Source: an optimization exercise on an open RTL-to-GDS flow (aim: small area and a short achievable clock period). Production flows keep margins and buffers that such runs may drop. Function was checked by simulation only, so behaviour that the tests miss may differ from the original. No activity file was given, so power comes from the tool's default toggle rates.

==> run a: inputs <==
## alu_operations_five
module alu_operations_five (
    input  clk,
    input  rst_n,
    input  load,
    input  signed [31:0]  ID_EX_A,
    input  signed [31:0]  ID_EX_B,
    input  signed [5:0]   opcode,
    output reg signed [31:0] ALU_result
);
    wire [31:0] A = ID_EX_A;
    wire [31:0] B = ID_EX_B;
    wire [5:0]  op = opcode;
    wire valid = (op[5:3] == 3'b000) && (op[2:1] != 2'b11);
    wire m = op[2] & op[0];               
    wire cAND = ~m & op[1] & ~op[0];
    wire cOR = ~m & op[1] & op[0];
    wire cAOR = ~m & (~op[1] | op[0]);
    wire cC = ~m & ~op[1];
    wire inv = op[0] | op[2];
    wire [31:0] nAg;
    wire g1;
    wire g2;
    wire g3;
    wire neg0_4;
    wire g5;
    wire g6;
    wire g7;
    wire neg0_8;
    wire g9;
    wire g10;
    wire g11;
    wire g12;
    wire g13;
    wire g14;
    wire g15;
    wire g16;
    wire g17;
    wire g18;
    wire g19;
    wire g20;
    wire g21;
    wire g22;
    wire g23;
    wire g24;
    wire g25;
    wire g26;
    wire g27;
    wire g28;
    wire g29;
    wire g30;
    wire g31;
    wire g32;
    wire g33;
    wire g34;
    wire g35;
    wire g36;
    wire g37;
    wire g38;
    wire g39;
    wire g40;
    wire g41;
    wire g42;
    wire g43;
    wire g44;
    wire g45;
    wire g46;
    wire g47;
    wire g48;
    wire g49;
    wire g50;
    wire g51;
    wire g52;
    wire g53;
    wire g54;
    wire g55;
  ...
clock: 8.5 ns
lec_check: 0
cap_margin: 20
core_margin: 2
core_utilization: 40
cts_buf_list: sky130_fd_sc_hd__clkbuf_4 sky130_fd_sc_hd__clkbuf_8
setup_slack_margin: 3.8
slew_margin: 20
synth_hierarchical: 1
standard.sh (not shown) runs the stock make flow with config.mk's settings and CLKGATE_MAP_FILE= SYNTH_SCRIPT=/design/flow/synth_recipe.tcl, a recipe that flattens the netlist after the stock synthesis.
==> flow/flow/run.sh <==
#!/bin/bash
set -euo pipefail
bash standard.sh BUFFER_PORTS_ARGS="-buffer_cell sky130_fd_sc_hd__buf_1" finish > standard.log 2>&1
==> run b (differences from run a) <==
- CORE_UTILIZATION: 40 -> 55
- SETUP_SLACK_MARGIN: 3.8 -> 4.1
==> notes <==
- In area after synthesis, run a and run b do not differ.
- Between run b and run a, the lower utilization is in run a (gap 19 points).
- Of run a and run b, run b has the higher maximum frequency (gap about 9%, measured against run b).
- In run b the clock power is larger than in run a, by 7.1%.
- In register-to-register slack, run a and run b hardly differ.
- Of run b and run a, run b has the higher final area (gap 2.1%, measured against run a).


==> inputs of 06-15 <==
Starting RTL as in the previous note.
clock: 8.5 ns
lec_check: 0
cap_margin: 20
core_margin: 2
core_utilization: 65
cts_buf_list: sky130_fd_sc_hd__clkbuf_4 sky130_fd_sc_hd__clkbuf_8
setup_slack_margin: 4.1
slew_margin: 20
synth_hierarchical: 1
Scripts as last shown in full above: flow/flow/run.sh
==> 05-02 (differences from 06-15) <==
- CORE_UTILIZATION: 65 -> 40
- SETUP_SLACK_MARGIN: 4.1 -> 4.4
==> 11-23 (differences from 06-15) <==
- CORE_UTILIZATION: 65 -> 40
==> 06-19 (differences from 06-15) <==
- CAP_MARGIN: 20 -> 10
- CORE_UTILIZATION: 65 -> 40
- SLEW_MARGIN: 20 -> 10
==> summary.md <==
| Metric | Value |
|---|---|
| Die Span Y | `165 um` |
| Worst Path Buf+Inv | `2` |
| 1st-iter DRT viols | `2226` |
| Clk. pwr | `0.578 mW` |
| Pwr/cell area | `260 nW/um2` |
| Share of layout cells above drive strength 1 | `0.122` |
| Status | `no timing/DRC/antenna violations` |
(the above is from 06-15)
==> summary.md <==
| Metric | Value |
|---|---|
| Status | `no timing/DRC/antenna violations` |
| Pwr/cell area | `250 nW/um2` |
| Clk. pwr | `0.577 mW` |
| Die Span Y | `209 um` |
| Worst Path Buf+Inv | `2` |
| Share of layout cells above drive strength 1 | `0.221` |
| 1st-iter DRT viols | `1509` |
(the above is from 05-02)
==> summary.md <==
| Metric | Value |
|---|---|
| Pwr/cell area | `259 nW/um2` |
| Die Span Y | `209 um` |
| Worst Path Buf+Inv | `1` |
| Share of layout cells above drive strength 1 | `0.106` |
| Status | `no timing/DRC/antenna violations` |
(the above is from 11-23)
==> summary.md <==
| Metric | Value |
|---|---|
| Status | `no timing/DRC/antenna violations` |
| Pwr/cell area | `259 nW/um2` |
| Die area | `43600 um2` |
| Clk. pwr | `0.568 mW` |
| Share of layout cells above drive strength 1 | `0.106` |
| Row count | `74` |
| Top delay family on crit path | `adder cells` |
| Worst Path Buf+Inv | `1` |
| 1st-iter DRT viols | `1333` |
(the above is from 06-19)

-- what the ideal ports hide --
The flow's constraints put no driver on any port. The routed layouts listed below were extracted and timed again, unchanged, in two steps. Step 1 sets driving cells, clkbuf_16 on the clock port and buf_2 on the other inputs (assumed; they add their load-dependent delay and slew). Step 2 moves the port delays by t, midway between the first and last clock arrival at a register: inputs arrive t later, outputs are due t later. That takes back most of the time a late clock gives input paths. a / b / c = ideal ports / drivers / drivers and shift; a / b = the first two.
run	t (ns)	setup WS [ns]	latest minus earliest clock arrival (ns)
run a	0.561	3.672 / 3.701 / 3.140	0.015 / 0.016
run b	0.550	4.094 / 3.947 / 3.397	0.019 / 0.019
06-15	0.530	4.016 / 3.989 / 3.459	0.030 / 0.029
05-02	0.553	4.336 / 4.105 / 3.552	0.019 / 0.019
11-23	0.560	4.074 / 4.067 / 3.506	0.021 / 0.021
06-19	0.560	4.074 / 4.067 / 3.506	0.021 / 0.021
After both steps setup and hold are still met in every run listed. The setup slack of 05-02, which loses most, moves by -0.231 ns with the drivers and by -0.784 ns with both steps.
